Optimization exercise on an open flow, not production practice. RTL: at most simulated, not proved equivalent. The clock port is an ideal driver here. Power: default activity.

===== flow/flow/run.sh =====
#!/bin/bash
# The standard layout with: ABC area recovery in synthesis (same registers and
# names), plain buf_1 port buffers, and a clkbuf_4 clock tree whose heavily loaded
# leaf buffers are upsized after CTS.
set -euo pipefail
W=$PWD
export ALT_ABC_SCRIPT=$W/flow/abc_alt.script
export FLOW_SYNTH_TCL=$W/synth_recipe.tcl
bash standard.sh \
  "SYNTH_SCRIPT=$W/flow/synth_alt.tcl" \
  "BUFFER_PORTS_ARGS=-buffer_cell sky130_fd_sc_hd__buf_1" \
  "CTS_ARGS=-sink_clustering_enable -repair_clock_nets -root_buf sky130_fd_sc_hd__clkbuf_16 -buf_list sky130_fd_sc_hd__clkbuf_4 -dont_use_dummy_load" \
  "POST_CTS_TCL=$W/flow/cts_post.tcl" \
  finish > standard.log 2>&1

===== flow/flow/abc_alt.script =====
&get -n
&st
&dch
&nf -R 1000
&st
&syn2
&if -g -K 6
&synch2
&nf -R 1000
&st
&syn2
&if -g -K 6
&synch2
&nf -R 1000
&st
&syn2
&if -g -K 6
&synch2
&nf -R 1000
&st
&syn2
&if -g -K 6
&synch2
&nf -R 1000
&st
&syn2
&if -g -K 6
&synch2
&nf -R 1000
&put
buffer -c
topo
stime -c

dnsize -c

===== flow/flow/cts_post.tcl =====
estimate_parasitics -placement
set upsized 0
foreach inst [[ord::get_db_block] getInsts] {
  if {[[$inst getMaster] getName] ne "sky130_fd_sc_hd__clkbuf_4"} { continue }
  set net [[$inst findITerm X] getNet]
  if {$net eq "NULL"} { continue }
  set fanout 0
  set worst 0.0
  foreach it [$net getITerms] {
    if {[$it isOutputSignal]} { continue }
    incr fanout
    set pin [get_pins "[[$it getInst] getName]/[[$it getMTerm] getName]"]
    set s [get_property $pin slew_max]
    if {$s > $worst} { set worst $s }
  }
  if {$fanout >= 10 || $worst > 0.095} {
    puts "cts_post: upsizing [$inst getName] (fanout $fanout, slew $worst)"
    replace_cell [$inst getName] sky130_fd_sc_hd__clkbuf_8
    incr upsized
  }
}
puts "cts_post: upsized $upsized clock buffers"
if {$upsized} {
  detailed_placement
  check_placement -verbose
  estimate_parasitics -placement
}

===== flow/flow/synth_alt.tcl =====
# The standard flow's synthesis script unchanged, except that ABC runs flow/abc_alt.script
# (ORFS's speed script with more area recovery in &nf and without upsize -c).
proc abc {args} {
  set i [lsearch $args -script]
  if {$i >= 0} { lset args [expr {$i + 1}] $::env(ALT_ABC_SCRIPT) }
  yosys abc {*}$args
}
source $::env(FLOW_SYNTH_TCL)

===== flow/standard.sh =====
#!/bin/bash
# synth_recipe.tcl (not shown) runs the flow's synth.tcl, then flattens the netlist and writes it again
# the make line also repeats each setting of config.mk as NAME=value (left out here)
make -C /OpenROAD-flow-scripts/flow DESIGN_CONFIG=/design/flow/config.mk WORK_HOME=/design/flow/orfs CLKGATE_MAP_FILE= SYNTH_SCRIPT=/design/flow/synth_recipe.tcl "${@:-finish}"

===== flow/config.mk =====
export PLATFORM = sky130hd
export DESIGN_NAME = top
export DESIGN_NICKNAME = top
export VERILOG_FILES = /design/flow/design.v
export SDC_FILE = /design/flow/constraint.sdc
export NUM_CORES = 4
export LEC_CHECK = 0
export CAP_MARGIN = 20
export CORE_MARGIN = 2
export CORE_UTILIZATION = 40
export SLEW_MARGIN = 20

===== flow/constraint.sdc =====
create_clock -name core_clock -period 6.0 [get_ports {sys_clk}]
set_input_delay 1.2000 -clock core_clock [delete_from_list [all_inputs] [get_ports {sys_clk}]]
set_output_delay 1.2000 -clock core_clock [all_outputs]
set_load 0.01 [all_outputs]

===== flow/design.v =====
module top(
    input               sys_clk, sys_rst_n                  ,
    input               tim_psel, tim_pwrite, tim_penable   ,
    input   [31 : 0]    tim_paddr                           ,
    input   [31 : 0]    tim_pwdata                          ,
    output  [31 : 0]    tim_prdata                          ,
    input   [3 :  0]    tim_pstrb                           ,
    output              tim_pready                          ,
    output              tim_pslverr                         ,
    output              tim_int                             ,
    input               dbg_mode
);
    reg pready_r;
    wire acc = tim_psel & tim_penable;
    always @(posedge sys_clk or negedge sys_rst_n)
        if (!sys_rst_n) pready_r <= 1'b0;
        else            pready_r <= acc & ~pready_r;
    assign tim_pready = pready_r;
    wire wr = pready_r & acc & tim_pwrite;
    wire [11:0] a = tim_paddr[11:0];
    wire        a_ok = ~|{a[11:5], a[1:0]};
    wire [7:0]  sel = {8{a_ok}} & (8'b1 << a[4:2]);
    wire [31:0] wd = tim_pwdata;
    wire [3:0]  be = tim_pstrb;
    reg       timer_en, div_en;
    reg [3:0] div_val;
    wire err = sel[0] & (
                 (timer_en & be[0] & (wd[1] ^ div_en)) |
                 (be[1] & ((wd[11] & |wd[10:8]) | (timer_en & (wd[11:8] != div_val)))));
    assign tim_pslverr = tim_pwrite & err;
    wire tcr_we = wr & sel[0] & ~err;
    always @(posedge sys_clk or negedge sys_rst_n)
        if (!sys_rst_n) begin
            timer_en <= 1'b0;
            div_en   <= 1'b0;
            div_val  <= 4'd1;
        end else if (tcr_we) begin
            if (be[0]) begin timer_en <= wd[0]; div_en <= wd[1]; end
            if (be[1]) div_val <= wd[11:8];
        end
    reg halt_req, int_en;
    always @(posedge sys_clk or negedge sys_rst_n)
        if (!sys_rst_n) begin
            halt_req <= 1'b0;
            int_en   <= 1'b0;
        end else begin
            if (wr & sel[7] & be[0]) halt_req <= wd[0];
            if (wr & sel[5] & be[0]) int_en   <= wd[0];
        end
    wire halt = dbg_mode & halt_req;
    reg       ten_d;
    reg [7:0] pre;
    always @(posedge sys_clk) begin
        ten_d <= timer_en;
        if (!timer_en)           pre <= 8'd0;
        else if (div_en & ~halt) pre <= pre + 8'd1;
    end
    wire [7:0] pmask = ~(8'hff << div_val);
    wire tick = &(pre | ~pmask);
    wire cnt_en = timer_en & ~halt & (~div_en | tick);
    reg  [63:0] cnt;
    wire clear  = ten_d & ~timer_en;
    wire tdr_wr = wr & (sel[1] | sel[2]);
    wire inc    = cnt_en & ~tdr_wr;
    wire [7:0] ld = {8{clear}} | {{4{wr & sel[2]}} & be, {4{wr & sel[1]}} & be};
    wire [31:0] wdc = wd & {32{~clear}};
    wire [63:0] cnt_inc = cnt + {63'd0, inc};
    integer i;
    always @(posedge sys_clk or negedge sys_rst_n)
        if (!sys_rst_n) cnt <= 64'd0;
        else for (i = 0; i < 64; i = i + 1)
            cnt[i] <= ld[i/8] ? wdc[i%32] : cnt_inc[i];
    reg [63:0] ncmp;
    wire [63:0] cmp = ~ncmp;
    wire [7:0] cmp_we = {{4{wr & sel[4]}} & be, {4{wr & sel[3]}} & be};
    always @(posedge sys_clk or negedge sys_rst_n)
        if (!sys_rst_n) ncmp <= 64'd0;
        else for (i = 0; i < 64; i = i + 1)
            if (cmp_we[i/8]) ncmp[i] <= ~wd[i%32];
    reg isr;
    always @(posedge sys_clk or negedge sys_rst_n)
        if (!sys_rst_n) isr <= 1'b0;
        else if (wr & sel[6] & wd[0]) isr <= 1'b0;
        else if (cmp == cnt)          isr <= 1'b1;
    assign tim_int = int_en & isr;
    assign tim_prdata =
          ({32{sel[1]}} & cnt[31:0])
        | ({32{sel[2]}} & cnt[63:32])
        | ({32{sel[3]}} & cmp[31:0])
        | ({32{sel[4]}} & cmp[63:32])
        | ({32{sel[0]}} & {20'd0, div_val, 6'd0, div_en, timer_en})
        | {31'd0, sel[5] & int_en}
        | {31'd0, sel[6] & isr}
        | {30'd0, sel[7] & halt, sel[7] & halt_req};
endmodule

==> results of run 1 <==
## flip-flops by register name, summed over array words and instances, names as in the netlist
signal,count
cnt,64
div_en,1
div_val,4
halt_req,1
int_en,1
isr,1
ncmp,64
pre,8
pready_r,1
ten_d,1
timer_en,1
## kinds of logic after synthesis
family / Yosys count
flip-flops: 147
AND/OR/NAND/NOR: 378
adder cells (fa/ha/maj): 3
buffers and inverters: 60
XOR/XNOR: 138
multiplexers: 13
AO/OA/AOI/OAI: 206
## cells in the mapped netlist
cell type,instances
mux2_2,8
a22oi_1,22
nor2_1,127
nand2_1,119
o221ai_1,21
dfrtp_1,137
nor3_1,14
nand2b_1,4
o211ai_1,9
dfstp_2,1
a221oi_1,5
nor2b_1,2
clkbuf_1,40
nor4_1,23
nand3_1,35
o2111ai_1,1
ha_1,3
o31ai_1,2
a21boi_0,1
or3_1,1
a211oi_1,15
a41oi_1,2
buf_2,1
mux2i_1,4
nand4_1,20
o21ai_0,53
buf_1,7
dfxtp_1,9
and3_1,12
xnor2_1,97
or4_1,1
xor2_1,41
o21ai_1,4
o311ai_0,1
inv_1,12
and4_1,4
and2_1,16
a31oi_1,1
mux4_2,1
a21oi_1,69
## worst paths after layout
kind / cells past startpoint / to / startpoint / slack [ns]
max in group asynchronous: 2 / ncmp[27]$_DFFE_PN0P_ / sys_rst_n / 4.22
hold reg to reg: 1 / pready_r$_DFF_PN0_ / pready_r$_DFF_PN0_ / 0.45
hold / removal: 1 / pready_r$_DFF_PN0_ / pready_r$_DFF_PN0_ / 0.45
setup reg to reg: 16 / cnt[62]$_DFF_PN0_ / div_val[1]$_DFFE_PN0P_ / 1.91
min in group asynchronous: 1 / div_val[1]$_DFFE_PN0P_ / sys_rst_n / 0.73
setup / recovery: 15 / cnt[62]$_DFF_PN0_ / tim_paddr[3] / 1.33
## routing by layer
metal / routed length (µm) / up-vias / track usage, %
met5: 0 / - / 0
met4: 678 / 0 / 8.37
met3: 1910 / 42 / 5.19
met2: 11000 / 281 / 35.7
met1: 11500 / 3482 / 34.3
li1: - / 3441 / -
## area by class of cell
cell class | instances | area, µm²
multi-input combinational | 738 | 4380
timing repair buffer | 104 | 460
inverter | 12 | 45.0
sequential | 147 | 3630
fill | 2120 | 11200
clock buffer | 17 | 201
tap | 270 | 338
## power groups by stage
| stage | clock network (mW) | logic (mW) | registers [mW] |
|---|---|---|---|
| after floorplan | 0 | 0.0111 | 1.01 |
| after global placement | 0 | 0.0636 | 1.01 |
| after detailed placement | 0 | 0.0634 | 1.01 |
| after global routing | 0.602 | 0.0707 | 0.990 |
| final | 0.545 | 0.0628 | 0.990 |
==> out/metrics.cfg, run 1 <==
[outcome]
status=no timing/DRC/antenna violations

[timing]
hold_violations=0
fin_crit_sh_pct=77.9
slew_headroom_pct=24.3
setup_violations=0
holdWs_ns=0.452
fin_tns_setup_ns=0
skew_ns=0.0273
max_freq_mhz=214
fin_ws_ns=1.33
min_period_ns=4.67
drv_slew=0
tightest_slew_ns=1.13
rsz0062_at_grt=false

[die]
core_area_mm2=0.0202
rows=52
start_util_pct=40.7
die_w_um=147
die_y_um=147
io_pins=109
die_area_mm2=0.0217

[job]
cap_violations=0

[clock_tree]
cts.clk_slew.worst_paths_ns=0.10
clock-sinks=147
cts_tree=done
clkLatencyLatePin_ns=0.38

[placed_design]
dp_cells=1268
place_ws_ns=1.03
hpwl_mm=18.4
portBuffers=88
placed_area_mm2=0.00882
gp_congestion=0.873

[cells_and_area]
final_util_pct=44.8
instances_no_fill=1288
drive_gt1_share_pct=4.91
final_common_cell=dfrtp_1
final_cell_mix=137 x dfrtp_1, 121 x nor2_1, 119 x nand2_1
antennaDiodeCount=0
final_cell_area_mm2=0.00906
area_growth_pct=10.1
nets=1097

[logic_synthesis]
synth-warning-count=1
synthesis.area_mm2=0.00823
yosys-top-cells-area=dfrtp_1 42%, xnor2_1 10%, nor2_1 5.8%
muxShareOfSynthArea_pct=1.86
synth.net_count=1022
ys_ff_latch=147
synthAdderAreaFrac_pct=0.456
yosys.area_share.simple_pct=20.7
synth-xor-area-share_pct=14.7
synth_compound_area_share_pct=15.4
synth_top_area_share_pct=41.7
yosys.area.top_type=dfrtp_1
synth_cell_type_count=40
synth_cells=945
synth_seq_area_share_pct=44.2
synth_top_family_by_area=simple AND/OR/NAND/NOR gates
syn_avg_cell_area_um2=8.71

[drt]
drc=0
drtPass1Iterations=5
drt_iter0_drc=562
vias=7246
via_per_inst=5.63
routedWlPerCell_um=19.5
ant_nets=0
wl_mm=25.2

[pwr]
swShare_pct=23.5
power.density_mw_per_mm2=176
power.share.clock_pct=34.1
p_sw_mw=0.375
leakagePower_nw=3.43
power_mw=1.60
combPwrFrac_pct=3.9
p_int_mw=1.22
ir_drop_v=0.000119
p_seq_share_pct=62.0

[critical_path]
crit_required_ns=6.25
worst-path-max-fanout=9
arrival_ns=4.92
path_buf_inv=1
start_kind=input pin
path_class=input pin to register
cp_slowest_stage_delay_ns=0.74
crit_path_end_kind=register
critical-path-top-delay-family=simple AND/OR/NAND/NOR gates
crit_slowest_cell=or4_1
crit_chain=buf_1 -> nand2b_1 -> nor2_2 -> o21ai_0 -> nand3_1 -> a21oi_1 -> ha_1 -> ha_1 -> nand3_1 -> or4_1 -> nor3_1 -> nand4_1 -> nor2_1 -> xnor2_1 -> o21ai_0

[grt]
grt_antenna_before_repair=0
grt_pass1_wl_mm=39.7
grt_pass1_vias=6889
gr-total-overflow=0
grt_max_degree=51
track_usage_pct=23.9

[hold_path]
hp-class=register to register

==> run 2: changes to the inputs <==
--- a/flow/flow/cts_post.tcl
+++ b/flow/flow/cts_post.tcl
@@ -2,6 +2,7 @@
 set upsized 0
 foreach inst [[ord::get_db_block] getInsts] {
   if {[[$inst getMaster] getName] ne "sky130_fd_sc_hd__clkbuf_4"} { continue }
+  if {![string match "clkbuf_*" [$inst getName]]} { continue }
   set net [[$inst findITerm X] getNet]
   if {$net eq "NULL"} { continue }
   set fanout 0
--- a/flow/config.mk
+++ b/flow/config.mk
@@ -5,7 +5,8 @@
 export SDC_FILE = /design/flow/constraint.sdc
 export NUM_CORES = 4
 export LEC_CHECK = 0
-export CAP_MARGIN = 20
+export CAP_MARGIN = 0
 export CORE_MARGIN = 2
 export CORE_UTILIZATION = 40
-export SLEW_MARGIN = 20
+export GPL_TIMING_DRIVEN = 0
+export SLEW_MARGIN = 0
==> out/metrics.cfg, run 2 <==
[outcome]
status=no timing/DRC/antenna violations

[logic_synthesis]
synth_seq_area_share_pct=44.2
synthAdderAreaFrac_pct=0.456
syn_avg_cell_area_um2=8.71
synth_top_area_share_pct=41.7
synth_compound_area_share_pct=15.4
async_flop_share_pct=93.9
synth.net_count=1022
synth_commonest_cells=137 x dfrtp_1, 127 x nor2_1, 119 x nand2_1, 97 x xnor2_1, 69 x a21oi_1
muxShareOfSynthArea_pct=1.86
ys.flop_type=dfrtp_1
synth_cells=945
ys_ff_latch=147
yosys.area_share.simple_pct=20.7
synth_top_family_by_area=simple AND/OR/NAND/NOR gates
synth_most_common_cell=dfrtp_1
synth_cell_type_count=40
yosys.area.top_type=dfrtp_1
synth-xor-area-share_pct=14.7
synthesis.area_mm2=0.00823
yosys-top-cells-area=dfrtp_1 42%, xnor2_1 10%, nor2_1 5.8%
synth-edff-count=0
synth-warning-count=1

[critical_path]
path_buf_inv=2
critical-path-top-delay-family=simple AND/OR/NAND/NOR gates
cp_slowest_stage_delay_ns=0.79
start_kind=input pin
crit_chain=clkbuf_1 -> nand2b_1 -> nor2_1 -> clkbuf_1 -> o21ai_0 -> nand3_1 -> a21oi_1 -> ha_1 -> ha_1 -> nand3_1 -> or4_1 -> nor3_2 -> nand4_1 -> nor2_1 -> xnor2_1 -> o21ai_0
worst-path-max-fanout=10
arrival_ns=5.78
rrSetupSlack_ns=1.40
crit_required_ns=6.23
path_class=input pin to register
crit_path_end_kind=register
crit_slowest_cell=or4_1

[timing]
fin_ws_ns=0.445
skew_ns=0.0304
slew_headroom_pct=25.0
hold_violations=0
holdWs_ns=0.460
max_freq_mhz=180
drv_slew=0
fin_crit_sh_pct=92.6
min_period_ns=5.55
rsz0062_at_grt=false
tightest_slew_ns=1.12
setup_violations=0

[job]
cap_violations=0

[placed_design]
dp_cells=1303
gp_congestion=0.920
hpwl_mm=20.4
portBuffers=84
placed_area_mm2=0.00897
place_ws_ns=-0.0529

[drt]
drt_iter0_drc=626
wl_mm=27.0
drc=0
ant_nets=0
via_per_inst=5.65
drtPass1Iterations=7
vias=7456
routedWlPerCell_um=20.5

[die]
start_util_pct=40.7
core_area_mm2=0.0202
die_y_um=147
rows=52
die_area_mm2=0.0217
die_w_um=147
io_pins=109

[pwr]
power_mw=1.64
ir_drop_v=0.000130
leakagePower_nw=3.44
power.density_mw_per_mm2=178

[clock_tree]
cts_tree=done
clkLatencyLatePin_ns=0.39
clock-sinks=147
cts.clk_slew.worst_paths_ns=0.10

[grt]
grt_pass1_wl_mm=41.8
track_usage_pct=25.3
grt_max_degree=39
grt_antenna_before_repair=0
grt_pass1_vias=7068
gr-total-overflow=0

[cells_and_area]
final_cell_area_mm2=0.00921
instances_no_fill=1320
reg_top3=cnt: 64 flops, ncmp: 64 flops, pre: 8 flops
drive_gt1_share_pct=3.52
area_growth_pct=11.9
nets=1129
final_cell_mix=137 x dfrtp_1, 127 x nor2_1, 119 x nand2_1
antennaDiodeCount=0
final_common_cell=dfrtp_1

[hold_path]
hp-class=register to register

run 2: cell counts after synthesis:
Identical to the previous run, type by type.
run 2: report_power, final:
group,switching [mW],total [mW],internal [mW]
Clock,0.339,0.579,0.240
Sequential,0.000561,0.990,0.990
Combinational,0.0488,0.0669,0.0181
run 2: kinds of logic after synthesis:
family	Yosys count
AND/OR/NAND/NOR	378
AO/OA/AOI/OAI	206
flip-flops	147
XOR/XNOR	138
buffers and inverters	60
multiplexers	13
adder cells (fa/ha/maj)	3
run 2: cell type report:
class	count	area [µm²]
Buffer	48	181
Clock buffer	17	220
Fill cell	2028	11000
Inverter	12	45.0
Multi-Input combinational cell	738	4390
Sequential cell	147	3630
Tap cell	270	338
Timing Repair Buffer	88	397
run 2: per-stage QoR:
| step | TNS [ns] | util (%) |
|---|---|---|
| final | 0 | 45.5 |
| after detailed placement | -0.0529 | 44.3 |
| after global placement | -416.79 | 43.9 |
| after floorplan | 0 | - |
| after global routing | 0 | 45.5 |
run 2: worst paths after layout:
kind,from,cells past startpoint,to
min in group asynchronous,sys_rst_n,1,cnt[9]$_DFF_PN0_
worst min register to register,pready_r$_DFF_PN0_,1,pready_r$_DFF_PN0_
max in group asynchronous,sys_rst_n,4,ncmp[20]$_DFFE_PN0P_
worst min-delay path,pready_r$_DFF_PN0_,1,pready_r$_DFF_PN0_
worst max register to register,div_val[1]$_DFFE_PN0P_,16,cnt[62]$_DFF_PN0_
worst max-delay path,tim_paddr[3],16,cnt[62]$_DFF_PN0_
run 2: worst reg2reg max path, delay by kind of cell (launching register included):
family / cells / cell delay, ns
adder cells (fa/ha/maj): 2 / 0.56
AND/OR/NAND/NOR: 9 / 2.74
XOR/XNOR: 1 / 0.14
flip-flops: 1 / 0.46
AO/OA/AOI/OAI: 4 / 0.55
run 2: routing by layer:
metal	global-route usage [%]	share of wire, %	wire (µm)
met5	0	0	0
met4	7.79	2.7	728
met3	5.46	7.6	2060
met2	37.6	44	11900
met1	37.0	46	12300
==> run 3: changes to the inputs <==
==> flow/config.mk (replaced) <==
export PLATFORM = sky130hd
export DESIGN_NAME = top
export DESIGN_NICKNAME = top
export VERILOG_FILES = /design/flow/design.v
export SDC_FILE = /design/flow/constraint.sdc
export NUM_CORES = 4
export LEC_CHECK = 0
export CAP_MARGIN = 20
export CORE_MARGIN = 2
export CORE_UTILIZATION = 40
export SLEW_MARGIN = 20
==> out/metrics.cfg, run 3 <==
[cells_and_area]
final_common_cell=dfrtp_1
fill_cells=2120
nets=1097
antennaDiodeCount=0
final_cell_mix=137 x dfrtp_1, 121 x nor2_1, 119 x nand2_1
area_growth_pct=10.1
instances_no_fill=1288
drive_gt1_share_pct=4.91
reg_top3=cnt: 64 flops, ncmp: 64 flops, pre: 8 flops

[pwr]
leakagePower_nw=3.42
p_sw_mw=0.377
p_seq_share_pct=61.9
swShare_pct=23.5
p_int_mw=1.22
power.density_mw_per_mm2=177
combPwrFrac_pct=3.9
ir_drop_v=0.000119
power.share.clock_pct=34.2

[critical_path]
start_kind=input pin
crit_chain=buf_1 -> nand2b_1 -> nor2_2 -> o21ai_0 -> nand3_1 -> a21oi_1 -> ha_1 -> ha_1 -> nand3_1 -> or4_1 -> nor3_1 -> nand4_1 -> nor2_1 -> xnor2_1 -> o21ai_0
worst-path-max-fanout=9
path_class=input pin to register
cp_slowest_stage_delay_ns=0.74
rrSetupSlack_ns=1.91
crit_path_end_kind=register
crit_slowest_cell=or4_1
timing.rr.end=cnt[62]$_DFF_PN0_
crit_required_ns=6.25
rr_worst_depth=16
r2r_start=div_val[1]$_DFFE_PN0P_
arrival_ns=4.91

[logic_synthesis]
async_flop_share_pct=93.9
synthesis.area_mm2=0.00823
yosys-top-cells-area=dfrtp_1 42%, xnor2_1 10%, nor2_1 5.8%
synth_most_common_cell=dfrtp_1
synth.net_count=1022
synth_seq_area_share_pct=44.2
synth_cells=945
synth-edff-count=0
synth_commonest_cells=137 x dfrtp_1, 127 x nor2_1, 119 x nand2_1, 97 x xnor2_1, 69 x a21oi_1
syn_avg_cell_area_um2=8.71
ys_ff_latch=147
yosys.area.top_type=dfrtp_1
synth_top_area_share_pct=41.7
ys.flop_type=dfrtp_1
synth_cell_type_count=40
synth-warning-count=1

[drt]
routedWlPerCell_um=19.5
via_per_inst=5.63
drc=0
wl_mm=25.1
drtPass1Iterations=7
ant_nets=0
drt_iter0_drc=562
vias=7251

[grt]
gr-total-overflow=0
grt_pass1_wl_mm=39.7
track_usage_pct=23.9
grt_pass1_vias=6889
grt_max_degree=51
grt_antenna_before_repair=0

[placed_design]
gp_congestion=0.873
portBuffers=88
place_ws_ns=1.03
dp_cells=1268
hpwl_mm=18.4

[timing]
rsz0062_at_grt=false
max_freq_mhz=215
fin_ws_ns=1.34
fin_tns_setup_ns=0
hold_violations=0
setup_violations=0
skew_ns=0.0276
drv_slew=0
slew_headroom_pct=24.8
min_period_ns=4.66
fin_crit_sh_pct=77.7
tightest_slew_ns=1.12

[die]
die_w_um=147
start_util_pct=40.7
die_y_um=147
rows=52
io_pins=109
die_area_mm2=0.0217
core_area_mm2=0.0202

[clock_tree]
clock-sinks=147
cts.clk_slew.worst_paths_ns=0.10
clkLatencyLatePin_ns=0.38
cts_tree=done

[outcome]
status=no timing/DRC/antenna violations

[hold_path]
hold_depth=1
holdPathEnd=pready_r$_DFF_PN0_
hp-start=pready_r$_DFF_PN0_
hp-class=register to register

[job]
cap_violations=0

[run 3: cell counts after synthesis]
Identical to the previous run, type by type.
[run 3: cells by family after synthesis]
family | count (synthesis) | share of synthesized area [%]
and+or+nand+nor | 378 | 20.7
adders and majority gates | 3 | 0.456
DFF | 147 | 44.2
xor gates and xnor gates | 138 | 14.7
AOI/OAI and AO/OA | 206 | 15.4
buffers and inverters | 60 | 2.75
muxes | 13 | 1.86
[run 3: worst max-delay path by stage]
stage | slack (ns) | startpoint | cells past startpoint | endpoint
floorplan | 1.35 | tim_paddr[3] | 16 | cnt[62]$_DFF_PN0_
global placement | 1.04 | tim_paddr[3] | 15 | cnt[62]$_DFF_PN0_
detailed placement | 1.03 | tim_paddr[3] | 15 | cnt[62]$_DFF_PN0_
global route | 1.08 | tim_paddr[3] | 15 | cnt[62]$_DFF_PN0_
finish | 1.34 | tim_paddr[3] | 15 | cnt[62]$_DFF_PN0_
[run 3: worst max-delay path, delay by kind of cell]
family	cells	cell delay [ns]
AND/OR/NAND/NOR	8	2.31
adder cells (fa/ha/maj)	2	0.53
AO/OA/AOI/OAI	3	0.47
buffers and inverters	1	0.25
XOR/XNOR	1	0.12
[run 3: cell type report]
type / count / area, µm² / share of cell area [%]
timing repair buffer: 104 / 454 / 5.02
multi-input combinational: 738 / 4380 / 48.4
clock buffer: 17 / 201 / 2.22
inverter: 12 / 45.0 / 0.498
sequential: 147 / 3630 / 40.1
tap: 270 / 338 / 3.73
[run 3: metrics by stage]
| stage | utilization (%) | power [mW] | hold WS, ns | area [µm²] |
|---|---|---|---|---|
| after detailed placement | 43.6 | 1.07 | 0.443 | 8820 |
| after global routing | 44.7 | 1.66 | 0.473 | 9050 |
| after floorplan | - | 1.02 | 0.432 | 8230 |
| final | 44.7 | 1.60 | 0.452 | 9050 |
| after global placement | 43.6 | 1.07 | 0.442 | 8820 |
[run 3: per-layer routing]
layer | vias up | GRT usage [%] | wire [µm]
met1 | 3508 | 34.3 | 11600
met4 | 0 | 8.37 | 636
li1 | 3441 | - | -
met5 | - | 0 | 0
met3 | 39 | 5.19 | 1820
met2 | 263 | 35.7 | 11100
[run 3: power groups by stage]
stage	Clock (mW)	Combinational, mW	Sequential, mW
floorplan	0	0.0111	1.01
global placement	0	0.0636	1.01
detailed placement	0	0.0634	1.01
global route	0.602	0.0703	0.990
finish	0.546	0.0624	0.990
==> run 4: changes to the inputs <==
--- a/flow/flow/abc_alt.script
+++ b/flow/flow/abc_alt.script
@@ -27,8 +27,22 @@
 &if -g -K 6
 &synch2
 &nf -R 1000
+&st
+&syn2
+&if -g -K 6
+&synch2
+&nf -R 1000
+&st
+&syn2
+&if -g -K 6
+&synch2
+&nf -R 1000
+&st
+&syn2
+&if -g -K 6
+&synch2
+&nf -R 1000
 &put
-buffer -c
 topo
 stime -c
 
==> flow/flow/synth_alt.tcl (replaced) <==
# The standard flow's synthesis script unchanged, except that ABC runs flow/abc_alt.script
# (ORFS's speed script with more rounds, more area recovery in &nf, and no buffer -c or upsize -c).
proc abc {args} {
  set i [lsearch $args -script]
  if {$i >= 0} { lset args [expr {$i + 1}] $::env(ALT_ABC_SCRIPT) }
  yosys abc {*}$args
}
source $::env(FLOW_SYNTH_TCL)
--- a/flow/config.mk
+++ b/flow/config.mk
@@ -8,4 +8,5 @@
 export CAP_MARGIN = 20
 export CORE_MARGIN = 2
 export CORE_UTILIZATION = 40
+export GPL_TIMING_DRIVEN = 0
 export SLEW_MARGIN = 20
==> out/metrics.cfg, run 4 <==
[clock_tree]
cts_tree=done
cts.clk_slew.worst_paths_ns=0.08
clock-sinks=147
clkLatencyLatePin_ns=0.38

[hold_path]
hold_depth=1
holdPathEnd=pready_r$_DFF_PN0_
hp-start=pready_r$_DFF_PN0_
hp-class=register to register

[timing]
fin_tns_setup_ns=0
slew_headroom_pct=27.6
fin_ws_ns=0.573
drv_slew=0
hold_violations=0
max_freq_mhz=184
skew_ns=0.0288
min_period_ns=5.43
tightest_slew_ns=1.08
holdWs_ns=0.458
fin_crit_sh_pct=90.4
rsz0062_at_grt=false
setup_violations=0

[critical_path]
path_class=input pin to register
rrSetupSlack_ns=1.36
arrival_ns=5.64
crit_slowest_cell=nor3_1
timing.rr.end=cnt[60]$_DFF_PN0_
r2r_start=div_val[1]$_DFFE_PN0P_
start_kind=input pin
crit_required_ns=6.21
crit_chain=buf_1 -> nor4_1 -> nand2_1 -> or4_1 -> clkinv_1 -> nand2_1 -> nor2_4 -> o21ai_0 -> nand3_1 -> a21oi_1 -> ha_1 -> ha_1 -> nand3_1 -> or2_0 -> nor3_1 -> and3_1 -> nand4_1 -> nor3_1 -> xnor2_1 -> o21ai_0
cp_slowest_stage_delay_ns=0.77
worst-path-max-fanout=20
rr_worst_depth=17
crit_path_end_kind=register

[logic_synthesis]
yosys-top-cells-area=dfrtp_1 43%, xnor2_1 11%, nor2_1 5.7%
ys.flop_type=dfrtp_1
synthesis.area_mm2=0.00804
synth-edff-count=0
synth_commonest_cells=137 x dfrtp_1, 122 x nor2_1, 103 x xnor2_1, 101 x nand2_1, 70 x a21oi_1
synth_cell_type_count=39
synth-warning-count=1
yosys.area.top_type=dfrtp_1
ys_ff_latch=147
synth_top_area_share_pct=42.7
synth_most_common_cell=dfrtp_1
synth_cells=876
synth_seq_area_share_pct=45.2
synth.net_count=953
async_flop_share_pct=93.9
syn_avg_cell_area_um2=9.17

[placed_design]
place_ws_ns=0.209
dp_cells=1239
hpwl_mm=18.9
gp_congestion=0.917
portBuffers=88

[drt]
wl_met2_mm=11.6
drtPass1Iterations=7
drc=0
ant_nets=0
dr_wl_met3_mm=1.62
drt_iter0_drc=570
via_per_inst=5.75
vias=7221
met1_length_mm=11.5
wl_mm=25.3
routedWlPerCell_um=20.1
top_layer=met4

[pwr]
ir_drop_v=0.000125
power_mw=1.61
leakagePower_nw=3.47
power.density_mw_per_mm2=176

[cells_and_area]
final_cell_mix=137 x dfrtp_1, 117 x nor2_1, 103 x xnor2_1
nets=1070
reg_top3=cnt: 64 flops, ncmp: 64 flops, pre: 8 flops
final_common_cell=dfrtp_1
instances_no_fill=1256
drive_gt1_share_pct=3.83
area_growth_pct=14.0
antennaDiodeCount=0

[die]
io_pins=109
die_y_um=146
core_area_mm2=0.0196
die_area_mm2=0.0212
rows=51
die_w_um=146
start_util_pct=41.0

[outcome]
status=no timing/DRC/antenna violations

[grt]
grt_pass1_vias=6985
grt_pass1_wl_mm=40.5
grt_antenna_before_repair=0
track_usage_pct=24.4
gr-total-overflow=0
grt_max_degree=32

[job]
cap_violations=0

run 4: cell types whose count changed after synthesis, moves of 12 or more:
cell and delta:
inv_1 -12, a22oi_1 -22, clkbuf_1 -40, a22o_1 +16, and2_0 +14, o221ai_1 -19, a221o_1 +21, nand2_1 -18
o22ai_1 +21, and2_1 -16
run 4: kinds of logic (layout without fill, tap and decap cells):
| group | Yosys count | in the layout | synth area share [%] |
|---|---|---|---|
| compound gates | 209 | 209 | 16.8 |
| xor+xnor | 138 | 138 | 15.0 |
| buf+inv | 9 | 124 | 0.420 |
| fa+ha+maj | 3 | 3 | 0.467 |
| simple gates | 358 | 358 | 20.4 |
| mux | 12 | 12 | 1.62 |
| flops | 147 | 147 | 45.2 |
run 4: power breakdown:
| group | switching, mW | internal [mW] |
|---|---|---|
| clock network | 0.327 | 0.226 |
| registers | 0.000588 | 0.990 |
| logic | 0.0477 | 0.0196 |
run 4: cell type report:
| class | count | area (µm²) |
|---|---|---|
| Tap cell | 265 | 332 |
| Inverter | 9 | 33.8 |
| Fill cell | 1961 | 10400 |
| Clock buffer | 17 | 208 |
| Sequential cell | 147 | 3630 |
| Multi-Input combinational cell | 720 | 4400 |
| Timing Repair Buffer | 98 | 553 |
run 4: worst max-delay path by stage:
stage	startpoint	endpoint	slack (ns)	depth (start not counted)
floorplan	tim_paddr[7]	cnt[60]$_DFF_PN0_	0.54	19
global placement	sys_rst_n	cnt[12]$_DFF_PN0_	-2.98	1
detailed placement	tim_paddr[2]	cnt[60]$_DFF_PN0_	0.21	16
global route	tim_paddr[5]	cnt[60]$_DFF_PN0_	0.16	20
finish	tim_paddr[7]	cnt[60]$_DFF_PN0_	0.57	20
run 4: routing by layer:
layer	up-vias	GRT usage (%)
met4	0	6.81
met1	3538	34.4
met2	253	38.0
met3	30	5.36
li1	3400	-
met5	-	0
run 4: through the flow:
stage / util (%) / instance area, µm²
detailed placement: 45.6 / 8940
global placement: 44.4 / 8700
floorplan: - / 8040
finish: 46.7 / 9160
global route: 46.7 / 9160
run 4: critical path, delay by kind of cell:
| kind | cells | cell delay (ns) |
|---|---|---|
| and+or+nand+nor | 12 | 3.15 |
| AOI/OAI and AO/OA | 3 | 0.49 |
| adders and majority gates | 2 | 0.49 |
| buffers and inverters | 2 | 0.17 |
| xor gates and xnor gates | 1 | 0.15 |
==> run 5: changes to the inputs <==
--- a/flow/config.mk
+++ b/flow/config.mk
@@ -8,5 +8,4 @@
 export CAP_MARGIN = 20
 export CORE_MARGIN = 2
 export CORE_UTILIZATION = 40
-export GPL_TIMING_DRIVEN = 0
 export SLEW_MARGIN = 20
==> out/metrics.cfg, run 5 <==
[outcome]
status=no timing/DRC/antenna violations

[grt]
grt_max_degree=54
gr-total-overflow=0
grt_pass1_vias=6874
met1_usage_pct=31.7
grt_use_met3_pct=5.99
grt_busiest_layer=met2
met2_usage_pct=38.2
track_usage_pct=23.6
grt_antenna_before_repair=0
grt_pass1_wl_mm=38.9

[die]
die_area_mm2=0.0212
die_y_um=146
io_pins=109
rows=51
die_w_um=146
start_util_pct=41.0
core_area_mm2=0.0196

[logic_synthesis]
syn_avg_cell_area_um2=9.17
synthesis.area_mm2=0.00804
synth_cells=876
async_flop_share_pct=93.9
ys_ff_latch=147
synth.net_count=953
synth_most_common_cell=dfrtp_1
synth_seq_area_share_pct=45.2
yosys.area.top_type=dfrtp_1
synth-edff-count=0
synth_top_area_share_pct=42.7
yosys-top-cells-area=dfrtp_1 43%, xnor2_1 11%, nor2_1 5.7%
synth_commonest_cells=137 x dfrtp_1, 122 x nor2_1, 103 x xnor2_1, 101 x nand2_1, 70 x a21oi_1
synth-warning-count=1
synth_cell_type_count=39
ys.flop_type=dfrtp_1

[drt]
vias=7140
routedWlPerCell_um=20.1
drt_iter0_drc=471
wl_mm=25.2
drtPass1Iterations=6
drc=0
via_per_inst=5.69
ant_nets=0

[timing]
fin_ws_ns=1.10
rsz0062_at_grt=false
min_period_ns=4.90
max_freq_mhz=204
holdWs_ns=0.462
skew_ns=0.0267
fin_tns_setup_ns=0
slew_headroom_pct=29.6
hold_violations=0
tightest_slew_ns=1.05
fin_crit_sh_pct=81.6
drv_slew=0
setup_violations=0

[cells_and_area]
final_common_cell=dfrtp_1
reg_top3=cnt: 64 flops, ncmp: 64 flops, pre: 8 flops
nets=1069
area_growth_pct=12.0
final_util_pct=45.9
drive_gt1_share_pct=3.13
antennaDiodeCount=0
final_cell_mix=137 x dfrtp_1, 119 x nor2_1, 103 x xnor2_1

[critical_path]
start_kind=input pin
cp.depth=10
crit_path_start=tim_paddr[7]
rr_worst_depth=18
path_class=input pin to output pin
r2r_start=div_val[1]$_DFFE_PN0P_
cp_slowest_stage_delay_ns=0.75
worst-path-max-fanout=7
critPathCapture=tim_prdata[10]
crit_path_end_kind=output pin
arrival_ns=3.70
rrSetupSlack_ns=2.11
crit_slowest_cell=nor3_1
critical-path-top-delay-family=simple AND/OR/NAND/NOR gates
timing.rr.end=cnt[60]$_DFF_PN0_
path_buf_inv=3
crit_chain=buf_1 -> nor4_1 -> nand2_1 -> or4_1 -> clkinv_1 -> nand2_1 -> nor3_1 -> a221oi_1 -> o211ai_1 -> buf_1
crit_required_ns=4.80

[clock_tree]
cts_tree=done
cts.clk_slew.worst_paths_ns=0.07
clock-sinks=147
clkLatencyLatePin_ns=0.38

[job]
cap_violations=0

[placed_design]
gp_congestion=0.909
place_ws_ns=1.07
hpwl_mm=18.2
portBuffers=88

[hold_path]
hp-class=register to register

[pwr]
power.density_mw_per_mm2=180
ir_drop_v=0.000114
leakagePower_nw=3.41

## run 5: stage by stage
step	total power [mW]	instance area (µm²)	std cells
after floorplan	1.02	8040	876
after global placement	1.07	8770	1237
after detailed placement	1.07	8770	1237
after global routing	1.68	9000	1255
final	1.62	9000	1255
## run 5: cell families (layout without fill, tap and decap cells)
group | count (synthesis) | in the layout | synth area share, %
compound gates | 209 | 209 | 16.8
fa+ha+maj | 3 | 3 | 0.467
xor+xnor | 138 | 138 | 15.0
mux | 12 | 12 | 1.62
flops | 147 | 147 | 45.2
simple gates | 358 | 358 | 20.4
buf+inv | 9 | 123 | 0.420
## run 5: final cells by class
class	instances	area, µm²
clock buffers	17	220
inverters	9	33.8
flip-flops and latches	147	3630
fillers	1988	10600
repair buffers	97	402
multi-input cells	720	4380
well taps	265	332
## run 5: worst register-to-register path: cells and delay by family, from the launching register on
kind	cells	cell delay [ns]
buf+inv	1	0.19
simple gates	10	2.05
xor+xnor	1	0.14
fa+ha+maj	2	0.44
flops	1	0.46
compound gates	4	0.49
## run 5: worst min-delay path by stage
stage / start / end / slack (ns) / cells after the start
floorplan: pre[1]$_SDFFE_PN0P_ / pre[1]$_SDFFE_PN0P_ / 0.46 / 2
global placement: pready_r$_DFF_PN0_ / pready_r$_DFF_PN0_ / 0.44 / 1
detailed placement: pready_r$_DFF_PN0_ / pready_r$_DFF_PN0_ / 0.45 / 1
global route: pready_r$_DFF_PN0_ / pready_r$_DFF_PN0_ / 0.51 / 1
finish: pready_r$_DFF_PN0_ / pready_r$_DFF_PN0_ / 0.46 / 1
## run 5: metal layers
layer / routed length (µm) / part of all wire [%] / up-vias
met2: 11700 / 46 / 265
met3: 1800 / 7.2 / 28
met4: 483 / 1.9 / 0
met1: 11200 / 45 / 3450
met5: 0 / 0 / -
li1: - / - / 3397
## run 5: power by group
part           total (mW)  internal (mW)  switching [mW]
Sequential          0.990          0.990        0.000602
Combinational      0.0603         0.0134          0.0469
Clock               0.571          0.240           0.331
Total                1.62           1.24           0.378
==> run 6: changes to the inputs <==
==> flow/flow/abc_alt.script (replaced) <==
&get -n
&st
&dch
&nf -R 1000
&st
&deepsyn -T 40
&st
&dch
&nf -R 1000
&put
topo
stime -c

dnsize -c
==> flow/flow/synth_alt.tcl (replaced) <==
# The standard flow's synthesis script unchanged, except that ABC runs flow/abc_alt.script
# (area-oriented: &deepsyn for 40 s between &nf mappings with extra area recovery; no buffer -c or upsize -c).
proc abc {args} {
  set i [lsearch $args -script]
  if {$i >= 0} { lset args [expr {$i + 1}] $::env(ALT_ABC_SCRIPT) }
  yosys abc {*}$args
}
source $::env(FLOW_SYNTH_TCL)
==> out/metrics.cfg, run 6 <==
[timing]
min_period_ns=7.68
setup_violations=23
fin_crit_sh_pct=128
fin_ws_ns=-1.68
max_freq_mhz=130
holdWs_ns=0.514
drv_slew=0
skew_ns=0.0287
hold_violations=0
fin_tns_setup_ns=-22.17
slew_headroom_pct=30.5
rsz0062_at_grt=true
tightest_slew_ns=1.03

[critical_path]
critical-path-top-delay-family=simple AND/OR/NAND/NOR gates
timing.rr.end=cnt[62]$_DFF_PN0_
r2r_start=div_val[0]$_DFFE_PN1P_
crit_required_ns=6.22
crit_path_end_kind=register
arrival_ns=7.90
rr_worst_depth=44
rrSetupSlack_ns=-1.54
path_class=input pin to register
worst-path-max-fanout=3
cp_slowest_stage_delay_ns=0.23
start_kind=input pin
crit_slowest_cell=and4_4
crit_path_frequent_cell=and3_4
path_buf_inv=1

[logic_synthesis]
synthesis.area_mm2=0.00764
async_flop_share_pct=93.9
synth_commonest_cells=148 x nor2_1, 146 x a21oi_1, 137 x dfrtp_1, 116 x nand2_1, 49 x o31ai_1
syn_avg_cell_area_um2=8.71
synth-edff-count=0
ys_ff_latch=147
ys.flop_type=dfrtp_1
synth.net_count=954
synth_seq_area_share_pct=47.6
synth_top_area_share_pct=44.9
synth_most_common_cell=nor2_1
synth_cells=877
yosys.area.top_type=dfrtp_1
synth_cell_type_count=47
yosys-top-cells-area=dfrtp_1 45%, a21oi_1 9.6%, nor2_1 7.3%
synth-warning-count=1

[die]
rows=50
die_y_um=142
io_pins=109
start_util_pct=40.9
core_area_mm2=0.0187
die_area_mm2=0.0202
die_w_um=142

[cells_and_area]
antennaDiodeCount=0
instances_no_fill=1360
multi_input_area_mm2=0.00448
nets=1205
final_common_cell=a21oi_1
final_util_pct=54.3
area_growth_pct=32.8
fill_cells=1762
drive_gt1_share_pct=22.7
final_cell_area_mm2=0.0102
reg_top3=cnt: 64 flops, ncmp: 64 flops, pre: 8 flops
seqCellArea_mm2=0.00363
final_cell_mix=143 x a21oi_1, 141 x nor2_1, 137 x dfrtp_1

[hold_path]
holdPathEnd=div_val[0]$_DFFE_PN1P_
hp-start=div_val[0]$_DFFE_PN1P_
hold_depth=2
hp-class=register to register

[drt]
routedWlPerCell_um=22.3
wl_mm=30.3
met1_length_mm=12.9
vias=8375
ant_nets=0
wl_met2_mm=14.1
dr_wl_met3_mm=2.54
drc=0
top_layer=met4
via_per_inst=6.16
drt_iter0_drc=962
drtPass1Iterations=6

[clock_tree]
clkLatencyLatePin_ns=0.39
clock-sinks=147
cts.clk_slew.worst_paths_ns=0.09
cts_tree=done

[grt]
grt_pass1_wl_mm=46.5
grt_pass1_vias=7942
grt_antenna_before_repair=0
track_usage_pct=30.4
grt_max_degree=71
gr-total-overflow=0

[placed_design]
hpwl_mm=21.9
dp_cells=1301
placed_area_mm2=0.00936
portBuffers=88
place_ws_ns=-2.21
gp_congestion=0.962

[pwr]
p_seq_share_pct=61.1
power.density_mw_per_mm2=160
ir_drop_v=0.000131
power_mw=1.62
p_int_mw=1.24
swShare_pct=23.5
leakagePower_nw=4.24
combPwrFrac_pct=4.2
p_sw_mw=0.381
power.share.clock_pct=34.8

[outcome]
so_faults=setup timing
status=finished with violations

[job]
cap_violations=0

-- run 6: layout make-up --
| cell class | count | area share, % |
|---|---|---|
| Multi-Input combinational cell | 719 | 44.1 |
| Inverter | 11 | 0.407 |
| Clock buffer | 17 | 2.11 |
| Sequential cell | 147 | 35.8 |
| Tap cell | 234 | 2.88 |
| Timing Repair Buffer | 232 | 14.7 |
-- run 6: power groups by stage --
stage	Combinational (mW)	Clock (mW)	Sequential, mW
2_1_floorplan	0.00776	0	1.01
3_3_place_gp	0.0652	0	1.01
3_5_place_dp	0.0658	0	1.01
5_1_grt	0.0753	0.610	0.990
6_report	0.0675	0.564	0.990
-- run 6: worst reg2reg max path, delay by kind of cell, from the launching register on --
| family | cells | cell delay [ns] |
|---|---|---|
| buffers and inverters | 1 | 0.06 |
| and+or+nand+nor | 35 | 5.72 |
| xor gates and xnor gates | 1 | 0.14 |
| adders and majority gates | 2 | 0.28 |
| AOI/OAI and AO/OA | 5 | 0.81 |
| DFF | 1 | 0.38 |
-- run 6: worst max-delay path by stage --
stage / start / endpoint / slack [ns] / cells after the start
after floorplan: tim_paddr[6] / cnt[63]$_DFF_PN0_ / -2.46 / 40
after global placement: tim_paddr[6] / cnt[62]$_DFF_PN0_ / -2.08 / 43
after detailed placement: tim_paddr[8] / cnt[62]$_DFF_PN0_ / -2.21 / 43
after global routing: tim_paddr[4] / cnt[62]$_DFF_PN0_ / -1.92 / 43
final: tim_paddr[9] / cnt[62]$_DFF_PN0_ / -1.68 / 43
-- run 6: cell families after synthesis --
logic type,synth area share [%]
fa+ha+maj,0.491
mux,1.18
xor+xnor,0.917
compound gates,29.1
flops,47.6
buf+inv,0.540
simple gates,20.3
-- run 6: routing by layer --
layer	up-vias	GRT usage (%)
met3	56	6.29
met1	4075	42.0
li1	3816	-
met5	-	0
met4	0	9.89
met2	428	48.2
==> run 7: changes to the inputs <==
==> flow/flow/abc_alt.script (replaced) <==
&get -n
&st
&dch
&nf -R 1000
&st
&deepsyn -J 100 -T 120
&st
&syn2
&if -g -K 6
&synch2
&nf -R 1000
&st
&syn2
&if -g -K 6
&synch2
&nf -R 1000
&put
topo
stime -c
dnsize -c
==> flow/flow/synth_alt.tcl (replaced) <==
# The standard flow's synthesis script unchanged, except that ABC runs flow/abc_alt.script
# (area-oriented: &deepsyn, stopped after 100 steps without gain, between &nf mappings with extra area recovery; no buffer -c or upsize -c).
proc abc {args} {
  set i [lsearch $args -script]
  if {$i >= 0} { lset args [expr {$i + 1}] $::env(ALT_ABC_SCRIPT) }
  yosys abc {*}$args
}
source $::env(FLOW_SYNTH_TCL)
==> out/metrics.cfg, run 7 <==
[drt]
vias=7692
drt_iter0_drc=702
drtPass1Iterations=5
via_per_inst=6.00
ant_nets=0
routedWlPerCell_um=21.8
drc=0
wl_mm=28.0

[critical_path]
crit_path_frequent_cell=buf_1
crit_path_end_kind=output pin
crit_chain=buf_1 -> or4_1 -> nor3_1 -> nand3b_1 -> or2_1 -> buf_4 -> nor2_1 -> a221oi_1 -> o211ai_1 -> buf_1
crit_slowest_cell=or2_1
path_buf_inv=3
crit_required_ns=4.80
worst-path-max-fanout=17
arrival_ns=3.81
path_class=input pin to output pin
critical-path-top-delay-family=simple AND/OR/NAND/NOR gates
start_kind=input pin
cp_slowest_stage_delay_ns=0.62

[pwr]
leakagePower_nw=3.44
power_mw=1.62
p_int_mw=1.24
p_sw_mw=0.373
power.share.clock_pct=35.1
ir_drop_v=0.000116
swShare_pct=23.1
power.density_mw_per_mm2=181
combPwrFrac_pct=3.6
p_seq_share_pct=61.3

[grt]
track_usage_pct=26.9
grt_max_degree=139
grt_pass1_vias=7429
grt_antenna_before_repair=0
grt_pass1_wl_mm=43.6
gr-total-overflow=0

[placed_design]
place_ws_ns=0.954
gp_congestion=0.999
hpwl_mm=20.0
portBuffers=88
dp_cells=1266
placed_area_mm2=0.00871

[logic_synthesis]
synth_top_family_by_area=simple AND/OR/NAND/NOR gates
ys.flop_type=dfrtp_1
muxShareOfSynthArea_pct=1.54
yosys.area.top_type=dfrtp_1
async_flop_share_pct=93.9
synth_commonest_cells=206 x nand2_1, 137 x dfrtp_1, 130 x o21ai_0, 52 x nor2_1, 47 x xor2_1
syn_avg_cell_area_um2=8.79
synth_cell_type_count=43
yosys.area_share.simple_pct=22.0
synth-warning-count=1
synth_compound_area_share_pct=21.1
synthAdderAreaFrac_pct=0.472
synth-edff-count=0
synth_cells=904
synth-xor-area-share_pct=8.71
yosys-top-cells-area=dfrtp_1 43%, nand2_1 9.7%, o21ai_0 8.2%
synthesis.area_mm2=0.00795
synth.net_count=981
synth_seq_area_share_pct=45.7
synth_top_area_share_pct=43.1
ys_ff_latch=147
synth_most_common_cell=nand2_1

[timing]
holdWs_ns=0.461
skew_ns=0.0283
drv_slew=0
slew_headroom_pct=17.4
min_period_ns=5.01
tightest_slew_ns=1.23
setup_violations=0
fin_tns_setup_ns=0
hold_violations=0
max_freq_mhz=200
fin_crit_sh_pct=83.4
fin_ws_ns=0.993
rsz0062_at_grt=false

[clock_tree]
cts.clk_slew.worst_paths_ns=0.07
cts_tree=done
clock-sinks=147
clkLatencyLatePin_ns=0.38

[cells_and_area]
final_util_pct=45.9
final_cell_mix=206 x nand2_1, 137 x dfrtp_1, 130 x o21ai_0
final_cell_area_mm2=0.00893
reg_top3=cnt: 64 flops, ncmp: 64 flops, pre: 8 flops
antennaDiodeCount=0
multi_input_area_mm2=0.00429
fill_cells=1960
instances_no_fill=1283
nets=1097
seqCellArea_mm2=0.00363
drive_gt1_share_pct=3.14
final_common_cell=nand2_1
area_growth_pct=12.4

[die]
die_y_um=145
start_util_pct=40.8
io_pins=109
die_area_mm2=0.0210
rows=51
die_w_um=145
core_area_mm2=0.0195

[job]
cap_violations=0

[outcome]
status=no timing/DRC/antenna violations

[hold_path]
hp-class=register to register

==> run 7: metal layers <==
metal	vias up	track usage (%)	wire (µm)
met5	-	0	0
met4	0	11.0	1090
met3	74	6.13	2450
met2	362	41.7	12500
met1	3700	36.5	12000
li1	3556	-	-
==> run 7: cells by family after synthesis <==
kind of cell | Yosys count
compound gates | 266
xor+xnor | 79
fa+ha+maj | 3
buf+inv | 9
flops | 147
mux | 10
simple gates | 390
==> run 7: final timing paths <==
| kind | start | end | slack (ns) | depth (start not counted) |
|---|---|---|---|---|
| worst max-delay path | tim_paddr[7] | tim_prdata[11] | 0.99 | 10 |
| worst min-delay path | pready_r$_DFF_PN0_ | pready_r$_DFF_PN0_ | 0.46 | 1 |
| worst max register to register | div_val[3]$_DFFE_PN0P_ | cnt[46]$_DFF_PN0_ | 1.85 | 17 |
| worst min register to register | pready_r$_DFF_PN0_ | pready_r$_DFF_PN0_ | 0.46 | 1 |
| max in group asynchronous | sys_rst_n | ncmp[40]$_DFFE_PN0P_ | 4.42 | 2 |
| min in group asynchronous | sys_rst_n | cnt[13]$_DFF_PN0_ | 0.97 | 2 |
==> run 7: cell type report <==
cell class,count,share of cell area [%]
sequential,147,40.7
inverter,9,0.378
clock buffer,17,2.47
timing repair buffer,97,4.64
multi-input combinational,748,48.1
tap,265,3.71
==> run 7: power by group through the flow <==
stage,registers [mW],clock network [mW],logic [mW]
after global placement,1.01,0,0.0599
final,0.990,0.568,0.0589
after global routing,0.990,0.626,0.0669
after detailed placement,1.01,0,0.0600
after floorplan,1.01,0,0.00732
==> run 8: changes to the inputs <==
--- a/flow/flow/cts_post.tcl
+++ b/flow/flow/cts_post.tcl
@@ -14,7 +14,7 @@
     set s [get_property $pin slew_max]
     if {$s > $worst} { set worst $s }
   }
-  if {$fanout >= 10 || $worst > 0.095} {
+  if {$worst > 0.110} {
     puts "cts_post: upsizing [$inst getName] (fanout $fanout, slew $worst)"
     replace_cell [$inst getName] sky130_fd_sc_hd__clkbuf_8
     incr upsized
--- a/flow/config.mk
+++ b/flow/config.mk
@@ -7,5 +7,5 @@
 export LEC_CHECK = 0
 export CAP_MARGIN = 20
 export CORE_MARGIN = 2
-export CORE_UTILIZATION = 40
+export CORE_UTILIZATION = 65
 export SLEW_MARGIN = 20
==> out/metrics.cfg, run 8 <==
[outcome]
status=no timing/DRC/antenna violations

[placed_design]
gp_congestion=1.01
placed_area_mm2=0.00855
dp_cells=1147
place_ws_ns=0.931
hpwl_mm=19.1
portBuffers=88

[logic_synthesis]
ys_ff_latch=147
synth_top_area_share_pct=43.1
yosys-top-cells-area=dfrtp_1 43%, nand2_1 9.7%, o21ai_0 8.2%
syn_avg_cell_area_um2=8.79
async_flop_share_pct=93.9
synth_most_common_cell=nand2_1
yosys.area.top_type=dfrtp_1
synth_commonest_cells=206 x nand2_1, 137 x dfrtp_1, 130 x o21ai_0, 52 x nor2_1, 47 x xor2_1
synth_cells=904
synth-warning-count=1
synth.net_count=981
synth-edff-count=0
ys.flop_type=dfrtp_1
synthesis.area_mm2=0.00795
synth_cell_type_count=43
synth_seq_area_share_pct=45.7

[timing]
drv_slew=0
fin_crit_sh_pct=82.2
hold_violations=0
max_freq_mhz=203
tightest_slew_ns=1.18
fin_ws_ns=1.07
rsz0062_at_grt=false
slew_headroom_pct=20.9
setup_violations=0
min_period_ns=4.93
fin_tns_setup_ns=0
holdWs_ns=0.455
skew_ns=0.0372

[clock_tree]
cts.clk_slew.worst_paths_ns=0.10
clock-sinks=147
clkLatencyLatePin_ns=0.39
cts_tree=done

[critical_path]
worst-path-max-fanout=17
crit_path_end_kind=output pin
crit_required_ns=4.80
arrival_ns=3.73
path_class=input pin to output pin
start_kind=input pin

[job]
cap_violations=0

[drt]
vias=8099
wl_mm=26.9
ant_nets=0
routedWlPerCell_um=23.1
drtPass1Iterations=8
drt_iter0_drc=1134
via_per_inst=6.96
drc=0

[cells_and_area]
instances_no_fill=1164
final_util_pct=72.9
final_cell_area_mm2=0.00872
fill_cells=934
reg_top3=cnt: 64 flops, ncmp: 64 flops, pre: 8 flops
multi_input_area_mm2=0.00429
antennaDiodeCount=0
seqCellArea_mm2=0.00363
drive_gt1_share_pct=3.05
area_growth_pct=9.70
final_common_cell=nand2_1
nets=1096
final_cell_mix=206 x nand2_1, 137 x dfrtp_1, 130 x o21ai_0

[grt]
grt_pass1_vias=7571
grt_antenna_before_repair=0
grt_max_degree=139
grt_pass1_wl_mm=41.4
gr-total-overflow=0
track_usage_pct=42.2

[pwr]
ir_drop_v=0.000138
leakagePower_nw=3.41
power.density_mw_per_mm2=176
power_mw=1.54

[die]
die_y_um=115
io_pins=109
die_area_mm2=0.0131
rows=40
start_util_pct=66.4
core_area_mm2=0.0120
die_w_um=115

[hold_path]
hp-class=register to register

[run 8: cell counts after synthesis]
No cell type changed its count.
[run 8: cell type report]
type	count	share of cell area [%]
Tap cell	147	2.11
Multi-Input combinational cell	748	49.3
Inverter	9	0.388
Timing Repair Buffer	96	4.66
Sequential cell	147	41.7
Clock buffer	17	1.88
[run 8: worst max-delay path, stage by stage]
cell and delay (ns):
buf_1 0.06, or4_1 0.50, nor3_1 0.20, and3_1 0.34, nand2_1 0.47, buf_4 0.41
nor2_1 0.13, a221oi_1 0.07, o211ai_1 0.15, buf_1 0.17
[run 8: path summary, 6_finish.rpt]
check	slack, ns	to	from	cells after the start
max	1.07	tim_prdata[9]	tim_paddr[7]	10
min in group asynchronous	0.90	ncmp[52]$_DFFE_PN0P_	sys_rst_n	2
min reg2reg	0.45	pready_r$_DFF_PN0_	pready_r$_DFF_PN0_	1
min	0.45	pready_r$_DFF_PN0_	pready_r$_DFF_PN0_	1
max reg2reg	1.68	cnt[46]$_DFF_PN0_	div_val[3]$_DFFE_PN0P_	17
max in group asynchronous	4.41	cnt[31]$_DFF_PN0_	sys_rst_n	2
[run 8: power by group]
| group | internal (mW) | switching [mW] |
|---|---|---|
| sequential | 0.990 | 0.000552 |
| clock | 0.177 | 0.314 |
| combinational | 0.0140 | 0.0431 |
| total | 1.18 | 0.357 |
[run 8: layer usage]
| layer | global-route usage, % | routed length [µm] | vias up |
|---|---|---|---|
| li1 | - | - | 3547 |
| met1 | 54.7 | 10100 | 3834 |
| met4 | 20.9 | 1270 | 0 |
| met2 | 65.0 | 12300 | 603 |
| met3 | 12.2 | 3220 | 115 |
| met5 | 0 | 0 | - |
[run 8: cells by family (layout without fill, tap and decap cells)]
kind of cell,Yosys count,in the layout,share of synthesized area [%]
DFF,147,147,45.7
xor gates and xnor gates,79,79,8.71
adders and majority gates,3,3,0.472
AOI/OAI and AO/OA,266,266,21.1
muxes,10,10,1.54
buffers and inverters,9,122,0.425
and+or+nand+nor,390,390,22.0
==> run 9: changes to the inputs <==
==> flow/config.mk (replaced) <==
export PLATFORM = sky130hd
export DESIGN_NAME = top
export DESIGN_NICKNAME = top
export VERILOG_FILES = /design/flow/design.v
export SDC_FILE = /design/flow/constraint.sdc
export NUM_CORES = 4
export LEC_CHECK = 0
export CAP_MARGIN = 0
export CORE_MARGIN = 2
export CORE_UTILIZATION = 40
export SLEW_MARGIN = 0
==> out/metrics.cfg, run 9 <==
[timing]
setup_violations=0
min_period_ns=4.98
rsz0062_at_grt=false
fin_tns_setup_ns=0
skew_ns=0.0346
holdWs_ns=0.467
hold_violations=0
drv_slew=0
tightest_slew_ns=1.21
fin_crit_sh_pct=83.0
fin_ws_ns=1.02
slew_headroom_pct=19.0
max_freq_mhz=201

[clock_tree]
clock-sinks=147
clkLatencyLatePin_ns=0.38
cts_tree=done
cts.clk_slew.worst_paths_ns=0.11

[logic_synthesis]
ys_ff_latch=147
yosys.area.top_type=dfrtp_1
synth-edff-count=0
synth_seq_area_share_pct=45.7
ys.flop_type=dfrtp_1
synth_commonest_cells=206 x nand2_1, 137 x dfrtp_1, 130 x o21ai_0, 52 x nor2_1, 47 x xor2_1
synth_cell_type_count=43
synth_cells=904
synth-warning-count=1
async_flop_share_pct=93.9
synth_most_common_cell=nand2_1
synth.net_count=981
syn_avg_cell_area_um2=8.79
synthesis.area_mm2=0.00795
yosys-top-cells-area=dfrtp_1 43%, nand2_1 9.7%, o21ai_0 8.2%
synth_top_area_share_pct=43.1

[pwr]
p_sw_mw=0.366
power.density_mw_per_mm2=175
combPwrFrac_pct=3.8
power_mw=1.55
p_seq_share_pct=63.8
ir_drop_v=0.000104
swShare_pct=23.5
p_int_mw=1.19
leakagePower_nw=3.42
power.share.clock_pct=32.4

[drt]
vias=7664
routedWlPerCell_um=21.8
via_per_inst=5.97
drtPass1Iterations=5
drc=0
wl_mm=28.0
drt_iter0_drc=668
ant_nets=0

[grt]
grt_antenna_before_repair=0
grt_use_met3_pct=6.38
track_usage_pct=26.8
met2_usage_pct=41.9
met1_usage_pct=36.3
gr-total-overflow=0
grt_busiest_layer=met2
grt_max_degree=139
grt_pass1_vias=7469
grt_pass1_wl_mm=43.6

[cells_and_area]
area_growth_pct=11.7
reg_top3=cnt: 64 flops, ncmp: 64 flops, pre: 8 flops
final_cell_area_mm2=0.00888
final_cell_mix=206 x nand2_1, 137 x dfrtp_1, 130 x o21ai_0
drive_gt1_share_pct=3.14
nets=1097
final_common_cell=nand2_1
antennaDiodeCount=0

[placed_design]
gp_congestion=0.999
hpwl_mm=20.0
portBuffers=88
place_ws_ns=0.954
placed_area_mm2=0.00871

[job]
cap_violations=0

[hold_path]
hp-start=pready_r$_DFF_PN0_
hold_depth=1
holdPathEnd=pready_r$_DFF_PN0_
hp-class=register to register

[die]
die_w_um=145
rows=51
die_y_um=145
core_area_mm2=0.0195
io_pins=109
die_area_mm2=0.0210
start_util_pct=40.8

[critical_path]
timing.rr.end=cnt[46]$_DFF_PN0_
r2r_start=div_val[3]$_DFFE_PN0P_
start_kind=input pin
crit_path_end_kind=output pin
rrSetupSlack_ns=1.79
crit_required_ns=4.80
rr_worst_depth=17
arrival_ns=3.78
path_class=input pin to output pin
worst-path-max-fanout=17

[outcome]
status=no timing/DRC/antenna violations

[run 9: cell counts after synthesis]
No cell type changed its count.
[run 9: how the worst max path moves through the flow]
| stage | start | to | depth (start not counted) |
|---|---|---|---|
| 2_1_floorplan | tim_paddr[7] | cnt[46]$_DFF_PN0_ | 17 |
| 3_3_place_gp | tim_paddr[10] | cnt[46]$_DFF_PN0_ | 19 |
| 3_5_place_dp | tim_paddr[10] | cnt[60]$_DFF_PN0_ | 19 |
| 5_1_grt | tim_paddr[7] | tim_prdata[11] | 10 |
| 6_report | tim_paddr[7] | tim_prdata[11] | 10 |
[run 9: power groups by stage]
stage | logic [mW] | clock network [mW] | registers (mW)
after global placement | 0.0599 | 0 | 1.01
after floorplan | 0.00732 | 0 | 1.01
after detailed placement | 0.0600 | 0 | 1.01
final | 0.0592 | 0.504 | 0.990
after global routing | 0.0668 | 0.561 | 0.990
[run 9: critical path, stage by stage]
cell and delay (ns):
buf_1 0.06, or4_1 0.51, nor3_1 0.20, nand3b_1 0.27, or2_1 0.61, buf_4 0.37
nor2_1 0.12, a221oi_1 0.07, o211ai_1 0.17, buf_1 0.19
[run 9: metal layers]
| metal | share of wire, % | up-vias |
|---|---|---|
| li1 | - | 3563 |
| met1 | 43 | 3688 |
| met2 | 45 | 348 |
| met3 | 8.5 | 65 |
| met4 | 3.4 | 0 |
| met5 | 0 | - |
[run 9: cell families (layout without fill, tap and decap cells)]
group / Yosys count / in the layout / synth area share (%)
AOI/OAI and AO/OA: 266 / 266 / 21.1
xor gates and xnor gates: 79 / 79 / 8.71
adders and majority gates: 3 / 3 / 0.472
buffers and inverters: 9 / 123 / 0.425
DFF: 147 / 147 / 45.7
muxes: 10 / 10 / 1.54
and+or+nand+nor: 390 / 390 / 22.0
[run 9: metrics by stage]
stage	utilization, %	cells
global route	45.6	1283
finish	45.6	1283
detailed placement	44.7	1266
global placement	44.7	1266
floorplan	-	904
[run 9: final cells by class]
class | instances | area [µm²]
sequential | 147 | 3630
tap | 265 | 332
clock buffer | 17 | 170
inverter | 9 | 33.8
fill | 1969 | 10600
multi-input combinational | 748 | 4290
timing repair buffer | 97 | 414
==> run 10: changes to the inputs <==
--- a/flow/config.mk
+++ b/flow/config.mk
@@ -5,7 +5,8 @@
 export SDC_FILE = /design/flow/constraint.sdc
 export NUM_CORES = 4
 export LEC_CHECK = 0
-export CAP_MARGIN = 0
+export CAP_MARGIN = 20
 export CORE_MARGIN = 2
 export CORE_UTILIZATION = 40
-export SLEW_MARGIN = 0
+export GPL_ROUTABILITY_DRIVEN = 0
+export SLEW_MARGIN = 20
==> out/metrics.cfg, run 10 <==
[outcome]
status=no timing/DRC/antenna violations

[grt]
track_usage_pct=26.5
grt_antenna_before_repair=0
met2_usage_pct=42.2
grt_max_degree=53
grt_busiest_layer=met2
gr-total-overflow=0
grt_use_met3_pct=4.97
met1_usage_pct=36.4
grt_pass1_wl_mm=43.2
grt_pass1_vias=7380

[critical_path]
crit_required_ns=4.80
path_class=input pin to output pin
rrSetupSlack_ns=1.83
arrival_ns=3.56
cp_slowest_stage_delay_ns=0.74
worst-path-max-fanout=7
timing.rr.end=cnt[46]$_DFF_PN0_
start_kind=input pin
crit_chain=buf_1 -> or4_1 -> nor3_1 -> nand3b_1 -> nor3_1 -> a22oi_1 -> o21ai_0 -> a221o_1 -> buf_1
r2r_start=div_val[3]$_DFFE_PN0P_
rr_worst_depth=17
crit_path_start=tim_paddr[7]
critPathCapture=tim_prdata[0]
crit_path_end_kind=output pin
crit_slowest_cell=nor3_1

[job]
cap_violations=0

[logic_synthesis]
yosys.area.top_type=dfrtp_1
synth_cells=904
ys.flop_type=dfrtp_1
synth-warning-count=1
ys_ff_latch=147
synthesis.area_mm2=0.00795
synth_commonest_cells=206 x nand2_1, 137 x dfrtp_1, 130 x o21ai_0, 52 x nor2_1, 47 x xor2_1
syn_avg_cell_area_um2=8.79
synth_most_common_cell=nand2_1
synth-edff-count=0
synth_cell_type_count=43
async_flop_share_pct=93.9
synth_seq_area_share_pct=45.7
yosys-top-cells-area=dfrtp_1 43%, nand2_1 9.7%, o21ai_0 8.2%
synth_top_area_share_pct=43.1
synth.net_count=981

[die]
die_area_mm2=0.0210
rows=51
die_w_um=145
core_area_mm2=0.0195
io_pins=109
start_util_pct=40.8
die_y_um=145

[cells_and_area]
nets=1098
drive_gt1_share_pct=3.24
antennaDiodeCount=0
reg_top3=cnt: 64 flops, ncmp: 64 flops, pre: 8 flops
multi_input_area_mm2=0.00429
final_cell_area_mm2=0.00887
instances_no_fill=1284
seqCellArea_mm2=0.00363
area_growth_pct=11.7
fill_cells=1994
final_common_cell=nand2_1
final_cell_mix=206 x nand2_1, 137 x dfrtp_1, 130 x o21ai_0

[timing]
min_period_ns=4.76
rsz0062_at_grt=false
drv_slew=0
slew_headroom_pct=23.6
setup_violations=0
fin_ws_ns=1.24
fin_crit_sh_pct=79.4
skew_ns=0.0361
tightest_slew_ns=1.14
fin_tns_setup_ns=0
max_freq_mhz=210
hold_violations=0

[drt]
routedWlPerCell_um=21.4
wl_mm=27.5
via_per_inst=5.92
drtPass1Iterations=6
vias=7603
drt_iter0_drc=635
drc=0
ant_nets=0

[clock_tree]
clkLatencyLatePin_ns=0.38
clock-sinks=147
cts.clk_slew.worst_paths_ns=0.10
cts_tree=done

[placed_design]
placed_area_mm2=0.00870
place_ws_ns=0.965
portBuffers=88
hpwl_mm=20.1
dp_cells=1267

[pwr]
ir_drop_v=0.000110
power.density_mw_per_mm2=175
leakagePower_nw=3.42

[hold_path]
hp-class=register to register

==> run 10: cell counts after synthesis <==
Identical to the previous run, type by type.
==> run 10: cells by family (layout without fill, tap and decap cells) <==
logic type	after synthesis	in the layout	synth area share, %
compound gates	266	266	21.1
xor+xnor	79	79	8.71
fa+ha+maj	3	3	0.472
buf+inv	9	124	0.425
flops	147	147	45.7
mux	10	10	1.54
simple gates	390	390	22.0
==> run 10: worst min path at each step <==
stage | startpoint | endpoint | slack (ns) | depth (start not counted)
6_report | pready_r$_DFF_PN0_ | pready_r$_DFF_PN0_ | 0.46 | 1
5_1_grt | pready_r$_DFF_PN0_ | pready_r$_DFF_PN0_ | 0.50 | 1
3_5_place_dp | pready_r$_DFF_PN0_ | pready_r$_DFF_PN0_ | 0.45 | 1
3_3_place_gp | pready_r$_DFF_PN0_ | pready_r$_DFF_PN0_ | 0.45 | 1
2_1_floorplan | pre[7]$_SDFFE_PN0P_ | pre[7]$_SDFFE_PN0P_ | 0.46 | 2
==> run 10: where the power goes <==
part           switching, mW  internal, mW  total, mW  leakage (nW)
sequential          0.000577         0.990      0.990          1.99
combinational         0.0453        0.0136     0.0590          1.33
clock                  0.319         0.184      0.503        0.0963
==> run 10: metal layers <==
metal  wire, µm  vias up
met5          0        -
met4        874        0
met3       1710       62
met2      12800      314
met1      12200     3668
li1           -     3559
==> run 10: final cells by class <==
class	instances	share of cell area, %
clock buffer	17	1.92
inverter	9	0.381
multi-input combinational	748	48.4
sequential	147	41.0
tap	265	3.74
timing repair buffer	98	4.61
==> run 10: critical path, delay by kind of cell <==
family,cells,cell delay (ns)
and+or+nand+nor,4,1.72
buffers and inverters,2,0.23
AOI/OAI and AO/OA,3,0.41
==> run 10: through the flow <==
stage | utilization [%] | power, mW | hold WS (ns)
final | 45.6 | 1.55 | 0.464
after floorplan | - | 1.02 | 0.465
after global routing | 45.6 | 1.61 | 0.496
after detailed placement | 44.7 | 1.07 | 0.445
after global placement | 44.7 | 1.07 | 0.446
